This design comes from an exercise in tuning for small area, a short achievable clock period and few clock cycles per item on the open sky130 flow, not from production work.
Function was checked by simulation only, so behaviour that the tests miss may differ from the original.

==> design/flow/design.v <==
`timescale 1ns / 1ps
module mult(
    input clk,
    input rst,
    input start,
    input [7:0] a,
    input [7:0] b,
    output wire ready,
    output wire busy,
    output reg [15:0] y
);
localparam IDLE =      1'b0;
localparam WORK =      1'b1;
reg [2:0] ctr;
wire [2:0] end_step;
wire [7:0] part_sum;
wire [15:0] shifted_part_sum;
reg [15:0] part_res;
reg state;
reg ready_in;
assign part_sum = a & { 8{ b[ctr] }};
assign shifted_part_sum = part_sum << ctr;
assign end_step = (ctr == 3'h7);
assign busy = state;
assign ready = ready_in;
always @(posedge clk)
    if (rst) begin
        ctr <= 0;
        part_res <= 0;
        y <= 0;
        state <= IDLE;
        ready_in <= 1;
    end else begin
        case (state)
            IDLE: 
                if (ready && start) begin
                    state <= WORK;
                    ctr <= 0;
                    part_res <= 0;
                    ready_in <= 0;
                end
            WORK:
                begin
                    if (end_step) begin
                        state <= IDLE;
                        y <= part_res + shifted_part_sum;
                        ready_in <= 1;
                    end
                    part_res <= part_res + shifted_part_sum;
                    ctr <= ctr + 1;
                end
        endcase
    end
endmodule
`timescale 1ns / 1ps
module sqrt(
    input clk,
    input rst,
    input start,
    input [16:0] x_b,
    output wire ready,
    output wire busy,
    output reg [8:0] y_b
);
localparam IDLE = 1'b0;
localparam WORK = 1'b1;
localparam start_m = 1 << 16;
reg state;
reg [16:0] x, b, y;
reg [16:0] m;
reg ready_in;
assign finished = (m == 0);
assign busy = state;
assign ready = ready_in;
always @(posedge clk)
    if (rst) begin
        m <= start_m;
        y <= 0;
        y_b <= 0;
        state <= IDLE;
        ready_in <= 1;
    end else begin
        case (state)
            IDLE:
                if (ready && start) begin
                    state <= WORK;
                    m <= start_m;
                    x <= x_b;
                    y <= 0;
                    ready_in <= 0;
                end
            WORK:
                begin
                    if (finished) begin
                        state <= IDLE;
                        y_b <= y;
                        ready_in <= 1;
                    end 
                    b = y | m;
                    y = y >> 1;
                    if (x >= b) begin
                        x <= x - b;
                        y <= y | m;
                    end
                    m = m >> 2;
                end
        endcase
    end
endmodule
`timescale 1ns / 1ps
module main(
    input clk,
    input rst,
    input start,
    input [7:0] a,
    input [7:0] b,
    output wire ready,
    output wire busy,
    output reg [8:0] y
);
localparam IDLE = 2'b00;
localparam WAIT_MULT = 2'b01;
localparam WAIT_SQRT = 2'b10;
reg [1:0] state;
reg rst_mult;
reg rst_sqrt;
wire [15:0] a_square_wire, b_square_wire;
reg [15:0] a_square, b_square;
wire a_wait, b_wait, sqrt_wait;
wire a_ready, b_ready, sqrt_ready;
reg [16:0] square_sum;
wire [8:0] result_wire;
reg start_multiplying;
reg start_sqrt;
reg ready_in;
assign ready = ready_in;
mult a_square_calc( 
    .clk(clk), .rst(rst_mult), .start(start_multiplying), 
    .a(a), .b(a), .ready(a_ready), .busy(a_wait), .y(a_square_wire)
);
mult b_square_calc( 
    .clk(clk), .rst(rst_mult), .start(start_multiplying), 
    .a(b), .b(b), .ready(b_ready), .busy(b_wait), .y(b_square_wire)
);
sqrt sqrt_calc( 
    .clk(clk), .rst(rst_sqrt), .start(start_sqrt), 
    .x_b(square_sum), .ready(sqrt_ready), .busy(sqrt_wait), .y_b(result_wire)
);
assign busy = (state > 0);
always @(posedge clk)
    if (rst) begin
        state <= IDLE;
        y <= 0;
        start_multiplying <= 0;
        start_sqrt <= 0;
        rst_mult <= 1;
        rst_sqrt <= 1;
        square_sum <= 0;
        ready_in <= 1;
    end else begin
        case (state)
            IDLE:
                if (start && sqrt_ready && b_ready && a_ready) begin
                    rst_mult <= 0;
                    rst_sqrt <= 0;
                    start_multiplying <= 1;
                    state <= WAIT_MULT;
                    ready_in <= 0;
                end
            WAIT_MULT:
                begin
                   if (start_multiplying) begin
                        start_multiplying <= 0;
                   end else if (!a_wait && !b_wait) begin
                        a_square <= a_square_wire;
                        b_square <= b_square_wire;
                        square_sum <= a_square_wire + b_square_wire;
                        start_sqrt <= 1;
                        state <= WAIT_SQRT;
                    end
                end
            WAIT_SQRT:
                begin
                    if (start_sqrt) begin
                        start_sqrt <= 0;
                    end else if (!sqrt_wait) begin
                        y <= result_wire;
                        state <= IDLE;
                        ready_in <= 1;
                    end
                end
        endcase
    end
endmodule
==> design/flow/run.sh <==
#!/bin/bash
# synth_recipe.tcl (not shown) runs the flow's synth.tcl, then flattens the netlist and writes it again
# the make line also repeats each setting of config.mk as NAME=value (left out here)
make -C /OpenROAD-flow-scripts/flow DESIGN_CONFIG=/design/flow/config.mk WORK_HOME=/design/flow/orfs CLKGATE_MAP_FILE= SYNTH_SCRIPT=/design/flow/synth_recipe.tcl finish
==> design/flow/config.mk <==
export PLATFORM = sky130hd
export DESIGN_NAME = main
export DESIGN_NICKNAME = main
export VERILOG_FILES = /design/flow/design.v
export SDC_FILE = /design/flow/constraint.sdc
export NUM_CORES = 4
export LEC_CHECK = 0
export CAP_MARGIN = 20
export CORE_MARGIN = 2
export CORE_UTILIZATION = 40
export SLEW_MARGIN = 20
==> design/flow/constraint.sdc <==
create_clock -name core_clock -period 5.0 [get_ports {clk}]
set_input_delay 1.0000 -clock core_clock [delete_from_list [all_inputs] [get_ports {clk}]]
set_output_delay 1.0000 -clock core_clock [all_outputs]
set_load 0.01 [all_outputs]
==> impl_metrics.ini, run 1 <==
[logic_synthesis]
synth_nets = 1295
syn_area_mm2 = 0.00995
synth_area_per_cell_um2 = 8.30
muxShareOfSynthArea_pct = 4.72
synth_compound_area_share_pct = 24.9
yosys-top-cells-area = dfxtp_1 29%, ha_1 9.2%, nor2_1 5.7%, a21oi_1 5.3%, edfxtp_1 5.1%
ys_types = 78
yosys.area.top_type = dfxtp_1
ys_ff_latch = 160
yosysWarnings = 4
yosysSeqAreaShare_pct = 33.9
synth_top_family_by_area = compound AO/OA/AOI/OAI gates
synth_edf_count = 17
synth_ff_type = dfxtp_1
synth_fa_ha_area_share_pct = 9.99
synthArstFlopShare_pct = 0
synth_cells = 1199
synthSimpleGateAreaFrac_pct = 19.8
synth_xor_area_share_pct = 2.64
synth_top_area_share_pct = 28.8

[clock_network]
cts_tree = yes
insertion_delay_ns = 0.43
h-tree-depth = 4
post-cts-setup-buffers = 0
ctsLongestPathBuffers = 2
clock_sinks = 160
ctsResizeCount = 0
cts_buffers = 17
cts-root-buf = clkbuf_16
hold_buffers = 0
clk_pin_slew_ns = 0.07

[detailed_routing]
wl_per_cell_um = 15.6
avgViaCountPerCell = 5.59
via_count = 8559
first_iter_violations = 537
route.detailed.drc = 0
ant_nets = 0
routed_wl_um = 23900
first_pass_iters = 5

[timing]
finalHoldViolCount = 0
setup_violations = 0
holdWs_ns = 0.453
slew_violations = 0
timing.slew.headroom_pct = 37.0
setup_tns_ns = 0
skew_ns = 0.0110
rsz0062_at_grt = false
min_period_over_period_pct = 78.0
min_period_ns = 3.90
max_freq_ghz = 0.256
tightest_slew_ns = 0.941

[global_routing]
grt_max_degree = 63
overflow = 0
antenna_found_initial = 0
grt_pass1_vias = 8094
grt_usage_pct = 18.7
grt_pass1_wl_um = 40300

[floorplan]
initial_core_util_pct = 40.8
dieArea_mm2 = 0.0261
dieWidth_um = 162
rows = 57
die-height_um = 162
num_io_pins = 30
core_area_mm2 = 0.0244

[worst_setup_path]
required_ns = 5.33
path_class = in -> reg
reg2reg_slack_ns = 1.32
start_kind = input pin
r2r-start = b_square_calc.ctr[0]$_SDFFE_PP0P_
cpMaxStageDelayCell = mux4_2
rr_endpoint = b_square_calc.part_res[13]$_SDFFE_PP0P_
arrival_ns = 4.23
worstPathCellList = clkdlybuf4s50_1 -> mux4_2 -> mux2i_4 -> a211oi_1 -> and2_1 -> ha_1 -> a21o_1 -> a21oi_1 -> nor3b_1 -> a221o_1 -> nor4_1 -> a211o_1
crit_fanout = 8
slowest_delay_ns = 0.54
reg2regPathDepth = 11
cp-end-kind = flop

[min_path]
hold_depth = 2
min_from = square_sum[2]$_SDFFE_PP0P_
hold_path.class = reg -> reg
worstHoldEndpoint = square_sum[2]$_SDFFE_PP0P_

[finish]
final_common_cell = nor2_1
fin_util_pct = 45.4
final_nets = 1289
layout_common_cells = 150 x nor2_1, 141 x dfxtp_1, 118 x nand2_1
antennaDiodeCount = 0
fill_cells = 2432
area_delta_synth_final_pct = 11.3
drive_gt1_share_pct = 6.80

[placed_design]
gp_congestion = 0.871
port_buffers = 29
hpwl_um = 17400

[status]
status = timing/DRC/antenna clean

[flow_run]
drv_cap = 0
[Yosys cell counts (5+ instances only)]
master      n
inv_1      41
and2_1     12
mux2_2     11
nor2_1    150
o21bai_1   10
xor2_1      9
o21ai_0    32
nor3_1     36
nor4b_1     5
or4_1       6
nand2_1   118
nand4_1     8
dfxtp_1   143
edfxtp_1   17
mux2i_1    21
a211o_1     5
or2_2       5
nor4_1     10
mux4_2      5
a31oi_1    16
clkbuf_1   50
ha_1       73
a22oi_1    44
a41oi_1     8
o21a_1     14
nand2b_1    9
o21ai_1    12
a22o_1     10
buf_1       7
a211oi_1   26
o31ai_1     6
xnor2_1    21
and3_1     10
a21oi_1   106
nand3_1    32
o211ai_1   10
a21o_1     19
nor2b_1     9
buf_2       6
[worst max path at each step]
stage / start / endpoint / slack (ns)
3_5_place_dp: a[4] / a_square_calc.y[14]$_SDFFE_PP0P_ / 0.67
5_1_grt: a[4] / a_square_calc.y[14]$_SDFFE_PP0P_ / 0.88
4_1_cts: a[4] / a_square_calc.y[14]$_SDFFE_PP0P_ / 1.13
3_3_place_gp: a[4] / a_square_calc.y[14]$_SDFFE_PP0P_ / 0.70
2_1_floorplan: a[3] / a_square_calc.part_res[14]$_SDFFE_PP0P_ / 1.43
6_report: a[4] / a_square_calc.y[14]$_SDFFE_PP0P_ / 1.10
[state kept, by name, indices dropped and copies added, names as in the netlist, 3 cells and up]
register                cells
a_square_calc.ctr           3
sqrt_calc.y_b               9
square_sum                 17
sqrt_calc.m                 9
b_square_calc.ctr           3
sqrt_calc.x                17
b_square_calc.y            16
a_square_calc.y            16
y                           9
sqrt_calc.y                17
a_square_calc.part_res     16
b_square_calc.part_res     16
[per-layer routing]
layer | vias to the layer above | GRT usage [%] | routed length [µm]
met5 | - | 0 | 0
met4 | 0 | 5.91 | 388
met3 | 30 | 3.12 | 766
met2 | 140 | 31.4 | 11100
met1 | 3985 | 24.5 | 11600
li1 | 4404 | - | -
[cell type report]
type                    instances  area, µm²  share of cell area (%)
inverters                      42        158                    1.42
multi-input cells             934       6180                    55.8
well taps                     324        405                    3.66
clock inverters                15        166                    1.50
repair buffers                 38        358                    3.23
clock buffers                  17        425                    3.84
flip-flops and latches        160       3380                    30.5
[worst max-delay path, delay by kind of cell]
family,cells,cell delay [ns]
fa+ha+maj,1,0.36
buf+inv,1,0.48
mux,2,0.80
compound gates,5,1.05
simple gates,3,0.52
[metrics by stage]
stage                     cell area, µm²  setup slack, ns  cells
final                              11100             1.10   1530
after global routing               11100            0.881   1530
after CTS                          11100             1.13   1530
after detailed placement           10500            0.665   1498
after global placement             10500            0.700   1498
after floorplan                     9950             1.43   1199
[cells by family (layout without fill, tap and decap cells)]
logic type	after synthesis	after routing
AOI/OAI and AO/OA	363	363
xor gates and xnor gates	30	30
adders and majority gates	77	77
buffers and inverters	105	112
DFF	160	160
muxes	38	38
and+or+nand+nor	426	426
Testbench counts, summed over its fixed seeds: cycles 47,104, items 2,048.
==> run 2, diff against run 1 <==
==> design/flow/design.v (replaced) <==
`timescale 1ns / 1ps
module main(
    input clk,
    input rst,
    input start,
    input [7:0] a,
    input [7:0] b,
    output wire ready,
    output wire busy,
    output reg [8:0] y
);
reg ready_r;
reg [7:0] ar, br;      
reg [6:0] m;           
reg [9:0] r;           
assign ready = ready_r;
assign busy = ~ready_r;
wire [2:0] a2 = {1'b0, a[7:6]};
wire [2:0] b2 = {1'b0, b[7:6]};
wire [4:0] s2 = a2 * a2 + b2 * b2;
wire [2:0] q2 = (s2 >= 5'd16) ? 3'd4 : (s2 >= 5'd9) ? 3'd3 : (s2 >= 5'd4) ? 3'd2 : (s2 != 5'd0) ? 3'd1 : 3'd0;
wire [4:0] r2 = s2 - q2 * q2;
wire ak = ar[7];
wire bk = br[7];
wire [6:0] ah = ar[6:0] & m & {7{ak}};
wire [6:0] bh = br[6:0] & m & {7{bk}};
wire [10:0] sum3 = r + ah + bh;
wire [12:0] t  = {sum3, ak & bk, ak ^ bk};
wire [8:0] yinc = y + 9'd1;
wire [12:0] c3 = {y, 3'b100} + {yinc, 2'b01};
wire [13:0] t1 = {1'b0, t} - {3'b0, y, 2'b01};
wire [13:0] t2 = {1'b0, t} - {2'b0, y, 3'b100};
wire [13:0] t3 = {1'b0, t} - {1'b0, c3};
always @(posedge clk) begin
    if (ready_r) begin
        ar <= {a[5:0], a[7:6]};
        br <= {b[5:0], b[7:6]};
        m <= 7'b0000011;
        r <= r2;
    end else begin
        ar <= {ar[6:0], ar[7]};
        br <= {br[6:0], br[7]};
        m <= {m[5:0], 1'b1};
        if (!t3[13]) r <= t3[9:0];
        else if (!t2[13]) r <= t2[9:0];
        else if (!t1[13]) r <= t1[9:0];
        else r <= t[9:0];
    end
    if (ready_r) begin
        if (start) y <= q2;
    end else begin
        if (!t3[13]) y <= {yinc[7:0], 1'b1};
        else if (!t2[13]) y <= {yinc[7:0], 1'b0};
        else if (!t1[13]) y <= {y[7:0], 1'b1};
        else y <= {y[7:0], 1'b0};
    end
end
always @(posedge clk)
    if (rst) ready_r <= 1'b1;
    else if (ready_r) ready_r <= ~start;
    else ready_r <= m[6];
endmodule
--- a/design/flow/config.mk
+++ b/design/flow/config.mk
@@ -7,5 +7,6 @@
 export LEC_CHECK = 0
 export CAP_MARGIN = 20
 export CORE_MARGIN = 2
-export CORE_UTILIZATION = 40
+export CORE_UTILIZATION = 60
+export PLACE_DENSITY = 0.7
 export SLEW_MARGIN = 20
==> run 2 against run 1 <==
Net effect: design area decreased by 58%; final cell count down 62%; sequential cell count is 119 lower; still clean; setup slack lost 0.78 ns.
==> impl_metrics.ini, run 2 <==
[clock_network]
cts_buffers = 5
h-tree-depth = 2
cts-root-buf = clkbuf_8
clk_pin_slew_ns = 0.10
insertion_delay_ns = 0.31
ctsResizeCount = 0
clock_sinks = 41
post-cts-setup-buffers = 0
ctsLongestPathBuffers = 2
cts_tree = yes
hold_buffers = 0

[flow_run]
drv_cap = 0

[worst_setup_path]
cp-end-kind = flop
rr_endpoint = y[2]$_DFFE_PP_
slowest_delay_ns = 0.50
arrival_ns = 4.73
r2r-start = ar[7]$_DFF_P_
reg2reg_slack_ns = 0.32
cpMaxStageDelayCell = dfxtp_1
start_kind = flop
required_ns = 5.05
crit_fanout = 10
critical_path.most_common_cell = ha_1
reg2regPathDepth = 16
worstPathCellList = and3_1 -> fa_1 -> ha_1 -> a211oi_1 -> nor2_1 -> or2_2 -> a21oi_1 -> xnor2_1 -> ha_1 -> o21bai_1 -> ha_1 -> a2111o_1 -> o22a_2 -> nor2_4 -> mux2i_1 -> o21ai_0
path_class = reg -> reg

[floorplan]
num_io_pins = 30
rows = 30
dieArea_mm2 = 0.00748
core_area_mm2 = 0.00668
initial_core_util_pct = 61.1
die-height_um = 86.5
dieWidth_um = 86.5

[detailed_routing]
first_iter_violations = 197
route.detailed.drc = 0
avgViaCountPerCell = 6.21
via_count = 3565
routed_wl_um = 10100
wl_per_cell_um = 17.6
first_pass_iters = 5
ant_nets = 0

[global_routing]
overflow = 0
grt_pass1_vias = 3364
grt_usage_pct = 28.2
grt_max_degree = 50
grt_pass1_wl_um = 16600
antenna_found_initial = 0

[placed_design]
placed_cells = 566
gp_congestion = 0.937
hpwl_um = 7920
port_buffers = 29

[timing]
rsz0062_at_grt = false
min_period_ns = 4.68
skew_ns = 0.0106
setup_tns_ns = 0
tightest_slew_ns = 0.652
max_freq_ghz = 0.213
slew_violations = 0
finalHoldViolCount = 0
timing.slew.headroom_pct = 56.5
min_period_over_period_pct = 93.7
setup_violations = 0

[finish]
fin_cells = 574
antennaDiodeCount = 0
top_regs = r (10), y (9)
fill_cells = 547
regArea_um2 = 913
fin_util_pct = 69.7
largest_reg_flops = 10
multiInputGateArea_mm2 = 0.00301
drive_gt1_share_pct = 9.31
area_delta_synth_final_pct = 14.0
regMostFlops = r
final_nets = 581
layout_common_cells = 58 x ha_1, 33 x xnor2_1, 32 x inv_1
final_common_cell = ha_1

[min_path]
hold_path.class = reg -> reg
hold_depth = 1
min_from = m[2]$_SDFF_PP0_
worstHoldEndpoint = m[3]$_SDFF_PP0_

[logic_synthesis]
synth_top_area_share_pct = 17.8
yosysWarnings = 1
ys_ff_latch = 41
synth_ff_type = dfxtp_1
synth_nets = 546
syn_area_mm2 = 0.00408
ys_types = 62
yosys-top-cells-area = ha_1 18%, dfxtp_1 16%, xnor2_1 7.1%, edfxtp_1 6.6%, fa_1 5.4%
yosysSeqAreaShare_pct = 22.3
synthArstFlopShare_pct = 0
yosys.area.top_type = ha_1
synth_edf_count = 9
yosysMostFrequentCell = ha_1
synth_cells = 458
synth_area_per_cell_um2 = 8.92
ys_top_cells_by_count = 58 x ha_1, 33 x xnor2_1, 32 x dfxtp_1, 32 x inv_1

[status]
status = timing/DRC/antenna clean
-- run 2: cell types whose count changed in the layout (fill, tap and decap cells not counted), moves of 15 or more --
| cell | delta |
|---|---|
| nand2_1 | -90 |
| nor3_1 | -31 |
| a21oi_1 | -78 |
| a211oi_1 | -19 |
| clkbuf_16 | -15 |
| dfxtp_1 | -111 |
| nor2_1 | -122 |
| mux2i_1 | -17 |
| nand3_1 | -28 |
| ha_1 | -15 |
| a22oi_1 | -41 |
-- run 2: stage by stage --
stage          worst slack, ns  hold WS, ns  instance area (µm²)
6_report                 0.316        0.479                 4650
3_5_place_dp             0.181        0.462                 4520
2_1_floorplan            0.718        0.444                 4080
4_1_cts                  0.140        0.480                 4650
3_3_place_gp             0.261        0.456                 4520
5_1_grt                 0.0355        0.493                 4650
-- run 2: logic make-up (layout without fill, tap and decap cells) --
| family | Yosys count | after routing | share of synthesized area, % |
|---|---|---|---|
| flip-flops | 41 | 41 | 22.3 |
| AO/OA/AOI/OAI | 132 | 132 | 22.1 |
| AND/OR/NAND/NOR | 108 | 108 | 13.5 |
| buffers and inverters | 44 | 80 | 4.17 |
| adder cells (fa/ha/maj) | 69 | 69 | 23.2 |
| XOR/XNOR | 45 | 45 | 9.65 |
| multiplexers | 19 | 19 | 5.12 |
-- run 2: worst max path at each step --
stage / start / endpoint / slack (ns) / depth (start not counted)
2_1_floorplan: ar[7]$_DFF_P_ / y[3]$_SDFFCE_PP0P_ / 0.72 / 19
3_3_place_gp: ar[7]$_DFF_P_ / y[6]$_SDFFCE_PP0P_ / 0.26 / 16
3_5_place_dp: ar[7]$_DFF_P_ / y[6]$_SDFFCE_PP0P_ / 0.18 / 16
4_1_cts: ar[7]$_DFF_P_ / y[6]$_SDFFCE_PP0P_ / 0.14 / 16
5_1_grt: ar[7]$_DFF_P_ / y[6]$_SDFFCE_PP0P_ / 0.04 / 18
6_report: ar[7]$_DFF_P_ / y[2]$_DFFE_PP_ / 0.32 / 16
-- run 2: cell type report --
type                    instances  share of cell area (%)
well taps                      80                    2.15
inverters                      32                    2.58
clock inverters                 1                   0.188
repair buffers                 40                    8.28
flip-flops and latches         41                    19.6
multi-input cells             373                    64.6
clock buffers                   7                    2.55
-- run 2: metal layers --
metal  vias up  part of all wire (%)  GRT usage, %
met5         -                     0             0
met4         0                   1.9          7.81
met3        18                   6.3          3.81
met2       110                    47          45.3
met1      1705                    45          39.9
li1       1732                     -             -
-- run 2: worst max-delay path, delay by kind of cell (launching register included) --
kind / cells / cell delay (ns)
AO/OA/AOI/OAI: 6 / 1.47
adder cells (fa/ha/maj): 4 / 1.18
AND/OR/NAND/NOR: 4 / 0.90
flip-flops: 1 / 0.50
multiplexers: 1 / 0.22
XOR/XNOR: 1 / 0.14
Testbench counts of run 2, summed over its fixed seeds: cycles 14,336, items 2,048.
==> run 3, diff against run 2 <==
==> design/flow/config.mk (replaced) <==
export PLATFORM = sky130hd
export DESIGN_NAME = main
export DESIGN_NICKNAME = main
export VERILOG_FILES = /design/flow/design.v
export SDC_FILE = /design/flow/constraint.sdc
export NUM_CORES = 4
export LEC_CHECK = 0
export ABC_AREA = 1
export CAP_MARGIN = 20
export CORE_MARGIN = 2
export CORE_UTILIZATION = 40
export SLEW_MARGIN = 20
==> run 3 against run 2 <==
Net effect: still clean; sequential share of layout area decreased by 0.86 points; register-to-register slack improved by 0.13 ns; global-route usage decreased by 9.7 points; hold slack got worse by 0.014 ns; setup slack improved by 0.13 ns; first-iteration DRC count decreased by 0.51%; synthesized cell count increased by 28%; highest routed layer unchanged.
==> impl_metrics.ini, run 3 <==
[status]
status = timing/DRC/antenna clean

[worst_setup_path]
reg2reg_slack_ns = 0.45
slowest_delay_ns = 0.47
cp-end-kind = flop
rr_endpoint = y[6]$_SDFFCE_PP0P_
crit_path_start = br[7]$_DFF_P_
reg2regPathDepth = 21
cpMaxStageDelayCell = fa_1
required_ns = 5.05
r2r-start = br[7]$_DFF_P_
path_depth = 21
crit_fanout = 15
critical_path.most_common_cell = nand2_1
crit_path_end = y[6]$_SDFFCE_PP0P_
cpLargestDelayFamily = adder cells
start_kind = flop
arrival_ns = 4.60
worstPathCellList = inv_1 -> nor3_1 -> fa_1 -> ha_1 -> nand2_1 -> nand2_1 -> nand2_1 -> nand2_1 -> a21oi_2 -> xor2_1 -> inv_1 -> ha_1 -> ha_1 -> a21oi_1 -> o21ai_0 -> nand2_1 -> nand3_2 -> inv_6 -> nand2_4 -> o21ai_0 -> a21oi_1
path_class = reg -> reg
path_buf_inv = 3

[detailed_routing]
route.detailed.drc = 0
first_iter_violations = 196
via_count = 3707
avgViaCountPerCell = 4.95
first_pass_iters = 5
routed_wl_um = 10200
ant_nets = 0
wl_per_cell_um = 13.6

[finish]
drive_gt1_share_pct = 7.83
final_nets = 700
regArea_um2 = 911
fill_cells = 1076
top_regs = r (10), y (9)
area_delta_synth_final_pct = 12.9
multiInputGateArea_mm2 = 0.00294
regMostFlops = r
largest_reg_flops = 10
layout_common_cells = 127 x nand2_1, 94 x inv_1, 58 x ha_1
final_common_cell = nand2_1
antennaDiodeCount = 0

[logic_synthesis]
synthArstFlopShare_pct = 0
synth_fa_ha_area_share_pct = 22.0
ys_ff_latch = 41
synth_ff_type = dfxtp_1
synth_compound_area_share_pct = 14.7
yosysSeqAreaShare_pct = 21.2
synth_area_per_cell_um2 = 7.33
synth_top_area_share_pct = 16.9
ys_top_cells_by_count = 127 x nand2_1, 95 x inv_1, 58 x ha_1
synth_edf_count = 9
yosysWarnings = 1
yosys.area.top_type = ha_1
yosys-top-cells-area = ha_1 17%, dfxtp_1 15%, nand2_1 11%, inv_1 8.3%, xor2_1 6.5%
synthSimpleGateAreaFrac_pct = 22.2
ys_types = 45
yosysMostFrequentCell = nand2_1
synth_top_family_by_area = simple AND/OR/NAND/NOR gates
syn_area_mm2 = 0.00430
synth_nets = 675
synth_cells = 587
synth_xor_area_share_pct = 8.96
muxShareOfSynthArea_pct = 0

[timing]
setup_tns_ns = 0
tightest_slew_ns = 0.673
holdWs_ns = 0.465
min_period_over_period_pct = 91.0
slew_violations = 0
max_freq_ghz = 0.220
skew_ns = 0.00573
finalHoldViolCount = 0
rsz0062_at_grt = false
timing.slew.headroom_pct = 55.1
min_period_ns = 4.55
setup_violations = 0

[global_routing]
grt_use_met3_pct = 2.12
grt_use_met1_pct = 24.9
grt_pass1_wl_um = 17100
overflow = 0
antenna_found_initial = 0
use_met2_pct = 32.3
grt_max_degree = 29
grt_usage_pct = 18.6
grt_pass1_vias = 3589
grt.busiest_layer = met2

[floorplan]
dieWidth_um = 108
core_area_mm2 = 0.0104
die-height_um = 108
dieArea_mm2 = 0.0116
initial_core_util_pct = 41.5
num_io_pins = 30
rows = 37

[clock_network]
hold_buffers = 0
h-tree-depth = 2
cts_buffers = 5
cts_tree = yes
cts-root-buf = clkbuf_8
ctsLongestPathBuffers = 2
clock_sinks = 41
clk_pin_slew_ns = 0.09
insertion_delay_ns = 0.30

[flow_run]
drv_cap = 0

[placed_design]
hpwl_um = 8280
port_buffers = 29
gp_congestion = 0.892

[min_path]
hold_path.class = reg -> reg
-- run 3: cell count changes after synthesis, moves of 9 or more --
cell / before / now
nor2b_1: 9 / 0
and3_1: 10 / 1
a21oi_1: 27 / 39
nand3_1: 4 / 24
inv_1: 32 / 95
mux2_2: 15 / 0
xnor2_1: 33 / 12
nand2_1: 28 / 127
nand2_2: 0 / 9
xor2_1: 12 / 32
-- run 3: routing by layer --
metal	part of all wire, %	up-vias
met5	0	-
met1	48	1690
li1	-	1944
met2	48	65
met3	2.9	8
met4	0.92	0
-- run 3: metrics by stage --
step           cell area, µm²  worst slack (ns)  std cells  utilization (%)
6_report                 4850             0.448        749             46.8
5_1_grt                  4850            0.0623        749             46.8
4_1_cts                  4820             0.296        748             46.5
3_5_place_dp             4680             0.322        740             45.2
3_3_place_gp             4680             0.461        740             45.2
2_1_floorplan            4300             0.972        587                -
-- run 3: worst min-delay path by stage --
stage,start,to,slack [ns],cells past startpoint
after CTS,m[4]$_SDFF_PP0_,m[5]$_SDFF_PP0_,0.46,2
after global placement,m[3]$_SDFF_PP0_,m[4]$_SDFF_PP0_,0.45,2
final,br[1]$_DFF_P_,br[2]$_DFF_P_,0.47,2
after floorplan,ar[1]$_DFF_P_,ar[2]$_DFF_P_,0.42,2
after global routing,ar[1]$_DFF_P_,ar[2]$_DFF_P_,0.49,2
after detailed placement,m[4]$_SDFF_PP0_,m[5]$_SDFF_PP0_,0.45,2
-- run 3: cell type report --
cell class	instances	share of cell area, %
multi-input combinational	433	60.7
sequential	41	18.8
inverter	98	7.73
timing repair buffer	33	6.60
tap	136	3.51
clock buffer	6	1.93
clock inverter	2	0.799
-- run 3: cell families after synthesis --
logic type,Yosys count
buf+inv,113
compound gates,107
xor+xnor,44
simple gates,213
flops,41
fa+ha+maj,69
-- run 3: repair_timing --
action	CTS	global route
endpoints found under the setup margin	0	10
gates resized for setup	0	8
hold endpoints to repair	0	0
buffers inserted	0	1
-- run 3: worst min-delay path: stages, from the launching register on --
cell	delay, ns
dfxtp_1	0.33
nand2_1	0.06
nand2_1	0.04
==> run 4, diff against run 3 <==
--- a/design/flow/config.mk
+++ b/design/flow/config.mk
@@ -5,8 +5,8 @@
 export SDC_FILE = /design/flow/constraint.sdc
 export NUM_CORES = 4
 export LEC_CHECK = 0
-export ABC_AREA = 1
 export CAP_MARGIN = 20
 export CORE_MARGIN = 2
 export CORE_UTILIZATION = 40
+export SETUP_SLACK_MARGIN = 1.2
 export SLEW_MARGIN = 20
==> run 4 against run 3 <==
Net effect: global-route usage rose by 0.55 points; clock skew rose by 0.0043 ns; design area rose by 11%; hold slack improved by 0.00093 ns; die area fell by 4.8%; clock-buffer cell count did not move; register-to-register slack improved by 0.14 ns; fmax rose by 3.3%; routed wire length rose by 5.1%; largest cell class unchanged.
==> impl_metrics.ini, run 4 <==
[status]
status = timing/DRC/antenna clean

[logic_synthesis]
synth_edf_count = 9
synth_fa_ha_area_share_pct = 23.2
synth_nets = 546
synth_top_family_by_area = adder cells
yosys.area.top_type = ha_1
ys_ff_latch = 41
synth_area_per_cell_um2 = 8.92
synthArstFlopShare_pct = 0
yosys-top-cells-area = ha_1 18%, dfxtp_1 16%, xnor2_1 7.1%, edfxtp_1 6.6%, fa_1 5.4%
yosysMostFrequentCell = ha_1
synth_ff_type = dfxtp_1
muxShareOfSynthArea_pct = 5.12
synth_cells = 458
yosysSeqAreaShare_pct = 22.3
syn_area_mm2 = 0.00408
synth_compound_area_share_pct = 22.1
ys_top_cells_by_count = 58 x ha_1, 33 x xnor2_1, 32 x dfxtp_1, 32 x inv_1
synth_top_area_share_pct = 17.8
synthSimpleGateAreaFrac_pct = 13.5
yosysWarnings = 1
ys_types = 62
synth_xor_area_share_pct = 9.65

[clock_network]
clock_sinks = 41
cts_buffers = 5
insertion_delay_ns = 0.30
h-tree-depth = 2
cts_tree = yes
ctsLongestPathBuffers = 2
hold_buffers = 0
cts-root-buf = clkbuf_8
clk_pin_slew_ns = 0.10

[timing]
skew_ns = 0.0100
finalHoldViolCount = 0
min_period_over_period_pct = 88.2
finalWorstSetupSlack_ns = 0.591
timing.slew.headroom_pct = 61.9
min_period_ns = 4.41
setup_violations = 0
slew_violations = 0
setup_tns_ns = 0
tightest_slew_ns = 0.566
rsz0062_at_grt = true
max_freq_ghz = 0.227

[worst_setup_path]
worstPathCellList = buf_6 -> buf_6 -> and2_4 -> fa_2 -> ha_4 -> buf_6 -> a211oi_4 -> nor2_4 -> or2_4 -> nor2_4 -> o21ai_4 -> xor2_2 -> ha_2 -> o21bai_4 -> ha_4 -> a2111o_1 -> buf_4 -> o22ai_4 -> nand2_1 -> o22ai_1 -> a211oi_1
crit_fanout = 5
cpLargestDelayFamily = compound AO/OA/AOI/OAI gates
r2r-start = br[7]$_DFF_P_
start_kind = flop
slowest_delay_ns = 0.45
arrival_ns = 4.56
path_class = reg -> reg
cpMaxStageDelayCell = a2111o_1
crit_path_start = br[7]$_DFF_P_
required_ns = 5.15
path_buf_inv = 4
cp-end-kind = flop
critical_path.most_common_cell = buf_6

[finish]
largest_reg_flops = 10
design_area_mm2 = 0.00537
final_nets = 610
fin_cells = 656
antennaDiodeCount = 0
area_delta_synth_final_pct = 31.5
regArea_um2 = 920
final_common_cell = ha_1
drive_gt1_share_pct = 26.0
fill_cells = 906
top_regs = r (10), y (9)
regMostFlops = r
layout_common_cells = 47 x ha_1, 31 x buf_4, 29 x inv_1, 29 x dfxtp_1, 29 x clkdlybuf4s50_1
multiInputGateArea_mm2 = 0.00344

[global_routing]
grt_pass1_vias = 3443
grt_pass1_wl_um = 17000
grt_max_degree = 50
grt_usage_pct = 19.1
antenna_found_initial = 0
overflow = 0

[floorplan]
dieArea_mm2 = 0.0110
core_area_mm2 = 0.00986
die-height_um = 105
dieWidth_um = 105
num_io_pins = 30
initial_core_util_pct = 41.4
rows = 36

[placed_design]
placed_area_mm2 = 0.00462
post-place-ws_ns = 0.214
gp_congestion = 0.880
placed_cells = 612
port_buffers = 29
hpwl_um = 7590

[detailed_routing]
maxUsedRoutingLayer = met4
wl_per_cell_um = 16.3
first_pass_iters = 4
avgViaCountPerCell = 5.42
via_count = 3554
routed_wl_um = 10700
ant_nets = 0
first_iter_violations = 228
dr_wl_met2_um = 5310
wl_met1_um = 4900
route.detailed.drc = 0
route.met3.wl_um = 326

[flow_run]
drv_cap = 0

[min_path]
hold_path.class = reg -> reg
min_from = m[4]$_SDFF_PP0_
[run 4: worst paths after layout]
path / end / slack [ns] / cells past startpoint
max reg2reg: r[6]$_SDFF_PP0_ / 0.59 / 21
min: m[5]$_SDFF_PP0_ / 0.47 / 1
max: r[6]$_SDFF_PP0_ / 0.59 / 21
min reg2reg: m[5]$_SDFF_PP0_ / 0.47 / 1
[run 4: cells by family after synthesis]
kind of cell / after synthesis
AOI/OAI and AO/OA: 132
and+or+nand+nor: 108
buffers and inverters: 44
xor gates and xnor gates: 45
adders and majority gates: 69
muxes: 19
DFF: 41
[run 4: repair_timing]
item                       4_1_cts  5_1_grt
cloned                           0        1
setup endpoints to repair       19       19
pin swaps                       13       33
buffers inserted                19       16
gates resized for setup         30       47
[run 4: layout make-up]
class / count / area share, %
multi-input combinational: 373 / 64.1
sequential: 41 / 17.1
timing repair buffer: 69 / 11.6
tap: 133 / 3.10
inverter: 32 / 2.24
clock buffer: 6 / 1.54
clock inverter: 2 / 0.256
[run 4: worst register-to-register path, cell delays in order, from the launching register on]
cell and delay, ns:
dfxtp_4 0.38, buf_6 0.13, buf_6 0.12, and2_4 0.13, fa_2 0.38, ha_4 0.19, buf_6 0.12, a211oi_4 0.26
nor2_4 0.08, or2_4 0.28, nor2_4 0.13, o21ai_4 0.09, xor2_2 0.17, ha_2 0.19, o21bai_4 0.17, ha_4 0.17
a2111o_1 0.45, buf_4 0.16, o22ai_4 0.17, nand2_1 0.21, o22ai_1 0.22, a211oi_1 0.10
[run 4: per-layer routing]
metal | up-vias | GRT usage (%)
li1 | 1780 | -
met1 | 1685 | 25.2
met2 | 76 | 33.0
met3 | 13 | 2.18
met4 | 0 | 5.24
met5 | - | 0
[run 4: through the flow]
step	util, %	hold WS [ns]
after global routing	54.4	0.480
final	54.4	0.466
after floorplan	-	0.444
after global placement	46.9	0.452
after CTS	50.9	0.457
after detailed placement	46.9	0.461
==> run 5, diff against run 4 <==
--- a/design/flow/config.mk
+++ b/design/flow/config.mk
@@ -8,5 +8,5 @@
 export CAP_MARGIN = 20
 export CORE_MARGIN = 2
 export CORE_UTILIZATION = 40
-export SETUP_SLACK_MARGIN = 1.2
+export SETUP_SLACK_MARGIN = 0.5
 export SLEW_MARGIN = 20
==> run 5 against run 4 <==
Net effect: still clean on timing, DRC and antenna; critical path depth shrank 2; final cell count shrank 2.9%; routed wire length decreased by 5.0%; hold slack better by 0.012 ns; setup slack improved by 0.011 ns; clock-buffer cell count shrank 1; sequential share of layout area rose by 1.4 points; synthesized area did not move; die area unchanged; critical endpoint is now r[9]$_SDFF_PP0_.
==> impl_metrics.ini, run 5 <==
[finish]
antennaDiodeCount = 0
final_nets = 591
drive_gt1_share_pct = 17.1
area_delta_synth_final_pct = 21.3
final_common_cell = ha_1
top_regs = r (10), y (9)
fill_cells = 944
layout_common_cells = 52 x ha_1, 32 x xnor2_1, 29 x dfxtp_1, 29 x clkdlybuf4s50_1, 28 x inv_1
design_area_mm2 = 0.00495
largest_reg_flops = 10
regMostFlops = r
fin_cells = 637

[clock_network]
cts_buffers = 5
clock_sinks = 41
hold_buffers = 0
cts-root-buf = clkbuf_8
cts_tree = yes
insertion_delay_ns = 0.30
clk_pin_slew_ns = 0.09
ctsLongestPathBuffers = 2
h-tree-depth = 2

[global_routing]
grt_pass1_wl_um = 16400
grt_usage_pct = 18.4
overflow = 0
grt.busiest_layer = met2
grt_use_met1_pct = 25.7
antenna_found_initial = 0
grt_pass1_vias = 3319
use_met2_pct = 29.8
grt_max_degree = 50
grt_use_met3_pct = 2.06

[timing]
max_freq_ghz = 0.227
rsz0062_at_grt = true
setup_tns_ns = 0
timing.slew.headroom_pct = 59.8
finalWorstSetupSlack_ns = 0.602
finalHoldViolCount = 0
setup_violations = 0
slew_violations = 0
min_period_over_period_pct = 88.0
skew_ns = 0.00765
tightest_slew_ns = 0.603
min_period_ns = 4.40

[logic_synthesis]
yosys-top-cells-area = ha_1 18%, dfxtp_1 16%, xnor2_1 7.1%, edfxtp_1 6.6%, fa_1 5.4%
yosysWarnings = 1
synth_ff_type = dfxtp_1
synth_nets = 546
synth_top_area_share_pct = 17.8
synth_edf_count = 9
ys_ff_latch = 41
yosysSeqAreaShare_pct = 22.3
synth_cells = 458
yosysMostFrequentCell = ha_1
synthArstFlopShare_pct = 0
ys_top_cells_by_count = 58 x ha_1, 33 x xnor2_1, 32 x dfxtp_1, 32 x inv_1
yosys.area.top_type = ha_1
syn_area_mm2 = 0.00408
synth_area_per_cell_um2 = 8.92
ys_types = 62

[placed_design]
gp_congestion = 0.885
placed_area_mm2 = 0.00455
port_buffers = 29
hpwl_um = 7870
post-place-ws_ns = 0.245
placed_cells = 616

[detailed_routing]
wl_per_cell_um = 15.9
first_pass_iters = 4
first_iter_violations = 197
via_count = 3511
route.detailed.drc = 0
ant_nets = 0
avgViaCountPerCell = 5.51
routed_wl_um = 10200

[worst_setup_path]
crit_fanout = 7
arrival_ns = 4.62
cp-end-kind = flop
required_ns = 5.22
path_class = reg -> reg
start_kind = flop

[floorplan]
die-height_um = 105
dieWidth_um = 105
dieArea_mm2 = 0.0110
rows = 36
core_area_mm2 = 0.00986
initial_core_util_pct = 41.4
num_io_pins = 30

[min_path]
hold_path.class = reg -> reg

[status]
status = timing/DRC/antenna clean

[flow_run]
drv_cap = 0
==> run 5: cell types whose count changed in the layout (fill, tap and decap cells not counted), sizes merged <==
cell,change
clkinv,-1
inv,+1
bufinv,+1
buf,-20
==> run 5: through the flow <==
stage               hold WS (ns)  utilization [%]
finish                     0.478             50.2
global route               0.502             50.2
CTS                        0.480             47.9
detailed placement         0.465             46.1
global placement           0.458             46.1
floorplan                  0.444                -
==> run 5: repair_timing <==
action / in CTS / in global routing
pin swaps: 3 / 16
endpoints found under the setup margin: 19 / 19
buffers inserted: 1 / 12
gates resized for setup: 15 / 36
==> run 5: kinds of logic (layout without fill, tap and decap cells) <==
logic type / Yosys count / count (layout) / synth area share [%]
AOI/OAI and AO/OA: 132 / 132 / 22.1
and+or+nand+nor: 108 / 108 / 13.5
adders and majority gates: 69 / 69 / 23.2
xor gates and xnor gates: 45 / 45 / 9.65
buffers and inverters: 44 / 90 / 4.17
DFF: 41 / 41 / 22.3
muxes: 19 / 19 / 5.12
==> run 5: final timing paths <==
check,from,to,slack (ns),depth (start not counted)
setup / recovery,br[7]$_DFF_P_,r[9]$_SDFF_PP0_,0.60,19
hold / removal,m[4]$_SDFF_PP0_,m[5]$_SDFF_PP0_,0.48,1
setup reg to reg,br[7]$_DFF_P_,r[9]$_SDFF_PP0_,0.60,19
hold reg to reg,m[4]$_SDFF_PP0_,m[5]$_SDFF_PP0_,0.48,1
==> run 5: cell type report <==
class	count	area, µm²	area share [%]
flip-flops and latches	41	920	18.6
well taps	133	166	3.36
repair buffers	50	453	9.14
multi-input cells	373	3180	64.2
inverters	32	120	2.42
clock buffers	5	68.8	1.39
clock inverters	3	45.0	0.909
==> run 5: critical path, cell delays in order, from the launching register on <==
cell and delay (ns):
dfxtp_4 0.38, and2_4 0.14, fa_1 0.50, ha_2 0.20, inv_2 0.04, fa_2 0.39, nor2b_4 0.15, o2111ai_2 0.17
and4_4 0.24, a31oi_4 0.16, nand2_4 0.08, ha_4 0.28, inv_2 0.04, ha_4 0.16, a2111o_1 0.43, o22a_4 0.27
nor2_4 0.22, buf_4 0.16, nand2_1 0.10, o22ai_1 0.20
==> run 5: metal layers <==
| metal | vias to the layer above | wire, µm |
|---|---|---|
| met2 | 91 | 4720 |
| li1 | 1755 | - |
| met1 | 1652 | 4860 |
| met4 | 0 | 165 |
| met5 | - | 0 |
| met3 | 13 | 413 |
==> run 6, diff against run 5 <==
--- a/design/flow/config.mk
+++ b/design/flow/config.mk
@@ -8,5 +8,4 @@
 export CAP_MARGIN = 20
 export CORE_MARGIN = 2
 export CORE_UTILIZATION = 40
-export SETUP_SLACK_MARGIN = 0.5
 export SLEW_MARGIN = 20
==> run 6 against run 5 <==
Net effect: hold slack is essentially flat; register-to-register slack lost 0.26 ns; highest routed layer unchanged; critical path depth shrank 1; sequential cell count is the same; synthesized cell count is the same; final cell count shrank 2.0%; largest cell class unchanged; via count shrank 2.8%; setup slack lost 0.26 ns; design area shrank 5.7%; sequential share of layout area grew 1.0 points.
==> impl_metrics.ini, run 6 <==
[finish]
fin_cells = 624
fill_cells = 967
fin_util_pct = 47.4
antennaDiodeCount = 0
multiInputGateArea_mm2 = 0.00301
top_regs = r (10), y (9)
regArea_um2 = 915
design_area_mm2 = 0.00467
area_delta_synth_final_pct = 14.4
layout_common_cells = 58 x ha_1, 33 x xnor2_1, 32 x inv_1
final_common_cell = ha_1
largest_reg_flops = 10
regMostFlops = r
drive_gt1_share_pct = 8.96
final_nets = 578

[logic_synthesis]
synth_top_area_share_pct = 17.8
synth_cells = 458
yosys.area.top_type = ha_1
yosysSeqAreaShare_pct = 22.3
ys_types = 62
yosysWarnings = 1
yosys-top-cells-area = ha_1 18%, dfxtp_1 16%, xnor2_1 7.1%, edfxtp_1 6.6%, fa_1 5.4%
yosysMostFrequentCell = ha_1
synth_nets = 546
synth_edf_count = 9
syn_area_mm2 = 0.00408
ys_top_cells_by_count = 58 x ha_1, 33 x xnor2_1, 32 x dfxtp_1, 32 x inv_1
synth_area_per_cell_um2 = 8.92
synthArstFlopShare_pct = 0
ys_ff_latch = 41
synth_ff_type = dfxtp_1

[detailed_routing]
first_iter_violations = 191
wl_per_cell_um = 15.6
route.detailed.drc = 0
dr_wl_met2_um = 4510
ant_nets = 0
via_count = 3414
maxUsedRoutingLayer = met4
routed_wl_um = 9760
wl_met1_um = 4850
avgViaCountPerCell = 5.47
route.met3.wl_um = 255
first_pass_iters = 4

[clock_network]
post-cts-setup-buffers = 0
clock_sinks = 41
cts-root-buf = clkbuf_8
clk_pin_slew_ns = 0.08
hold_buffers = 0
h-tree-depth = 2
insertion_delay_ns = 0.31
ctsLongestPathBuffers = 2
cts_buffers = 5
cts_tree = yes

[placed_design]
placed_area_mm2 = 0.00455
port_buffers = 29
gp_congestion = 0.885
hpwl_um = 7870
placed_cells = 616

[global_routing]
grt_pass1_vias = 3311
grt_usage_pct = 18.3
overflow = 0
grt_pass1_wl_um = 16300
antenna_found_initial = 0
grt_max_degree = 50

[floorplan]
dieWidth_um = 105
dieArea_mm2 = 0.0110
initial_core_util_pct = 41.4
num_io_pins = 30
core_area_mm2 = 0.00986
die-height_um = 105
rows = 36

[timing]
finalHoldViolCount = 0
tightest_slew_ns = 0.607
skew_ns = 0.0120
rsz0062_at_grt = false
setup_tns_ns = 0
setup_violations = 0
min_period_over_period_pct = 93.2
min_period_ns = 4.66
slew_violations = 0
timing.slew.headroom_pct = 59.5
max_freq_ghz = 0.215

[worst_setup_path]
reg2regPathDepth = 18
reg2reg_slack_ns = 0.34
r2r-start = ar[7]$_DFF_P_
cp-end-kind = flop
arrival_ns = 4.82
rr_endpoint = r[6]$_SDFF_PP0_
required_ns = 5.16
crit_path_start = ar[7]$_DFF_P_
path_buf_inv = 2
cpLargestDelayFamily = adder cells
worstPathCellList = and2_1 -> fa_1 -> ha_1 -> inv_1 -> fa_1 -> nor2b_4 -> o2111ai_2 -> and4_4 -> a31oi_1 -> nand2_1 -> ha_1 -> inv_1 -> ha_1 -> a2111o_1 -> o22ai_2 -> nand2_1 -> o22ai_1 -> a211oi_1
crit_fanout = 10
cpMaxStageDelayCell = fa_1
crit_path_end = r[6]$_SDFF_PP0_
slowest_delay_ns = 0.51
critical_path.most_common_cell = ha_1
start_kind = flop
path_class = reg -> reg
path_depth = 18

[min_path]
hold_path.class = reg -> reg

[status]
status = timing/DRC/antenna clean

[flow_run]
drv_cap = 0
==> run 6: cell counts after synthesis <==
No cell type changed its count.
==> run 6: final cells by class <==
| type | count | area share [%] |
|---|---|---|
| clock inverter | 3 | 0.964 |
| tap | 133 | 3.56 |
| clock buffer | 5 | 1.47 |
| sequential | 41 | 19.6 |
| timing repair buffer | 37 | 7.50 |
| multi-input combinational | 373 | 64.4 |
| inverter | 32 | 2.57 |
==> run 6: per-stage QoR <==
stage | hold slack, ns | setup slack (ns)
2_1_floorplan | 0.444 | 0.718
3_3_place_gp | 0.458 | 0.341
3_5_place_dp | 0.465 | 0.245
4_1_cts | 0.480 | 0.239
5_1_grt | 0.501 | 0.0236
6_report | 0.479 | 0.339
==> run 6: kinds of logic after synthesis <==
| logic type | synth area share (%) |
|---|---|
| muxes | 5.12 |
| DFF | 22.3 |
| xor gates and xnor gates | 9.65 |
| adders and majority gates | 23.2 |
| buffers and inverters | 4.17 |
| AOI/OAI and AO/OA | 22.1 |
| and+or+nand+nor | 13.5 |
==> run 6: how the worst min path moves through the flow <==
stage | from | slack, ns | endpoint | depth (start not counted)
after CTS | m[5]$_SDFF_PP0_ | 0.48 | m[6]$_SDFF_PP0_ | 1
final | m[4]$_SDFF_PP0_ | 0.48 | m[5]$_SDFF_PP0_ | 1
after global placement | m[4]$_SDFF_PP0_ | 0.46 | m[5]$_SDFF_PP0_ | 1
after global routing | m[4]$_SDFF_PP0_ | 0.50 | m[5]$_SDFF_PP0_ | 1
after detailed placement | m[5]$_SDFF_PP0_ | 0.46 | m[6]$_SDFF_PP0_ | 1
after floorplan | m[5]$_SDFF_PP0_ | 0.44 | m[6]$_SDFF_PP0_ | 1
==> run 6: layer usage <==
metal / global-route usage, % / vias to the layer above
met1: 25.6 / 1614
li1: - / 1728
met2: 29.7 / 59
met4: 5.33 / 0
met5: 0 / -
met3: 2.06 / 13
==> run 6: timing repair <==
item	CTS	global route
hold endpoints to repair	0	0
gates resized for setup	0	4
endpoints found under the setup margin	0	15

-- port drivers added, routing unchanged --
Ports are ideal in the flow. The routed layouts listed here were re-timed in OpenROAD. Step 1 sets driving cells, clkbuf_16 on the clock port and buf_2 on the other inputs (assumed; they add their load-dependent delay and slew). Step 2 moves the port delays by t, midway between the first and last clock arrival at a register: inputs arrive t later, outputs are due t later. That takes back most of the time a late clock gives input paths. a / b / c = no drivers / after step 1 / after step 2; a / b = the first two.
| run | t, ns | slack for setup (ns) | slew at the worst register clock pin (ns) |
|---|---|---|---|
| run 1 | 0.476 | 1.098 / 1.125 / 0.649 | 0.07 / 0.07 |
| run 2 | 0.337 | 0.316 / 0.316 / 0.316 | 0.10 / 0.10 |
| run 3 | 0.326 | 0.448 / 0.448 / 0.448 | 0.09 / 0.09 |
| run 4 | 0.332 | 0.591 / 0.591 / 0.481 | 0.10 / 0.10 |
| run 5 | 0.333 | 0.602 / 0.602 / 0.382 | 0.09 / 0.09 |
| run 6 | 0.335 | 0.339 / 0.339 / 0.339 | 0.09 / 0.09 |
After both steps setup and hold are still met in every run listed. The setup slack of run 1, which loses most, moves by +0.027 ns with the drivers and by -0.449 ns with both steps.
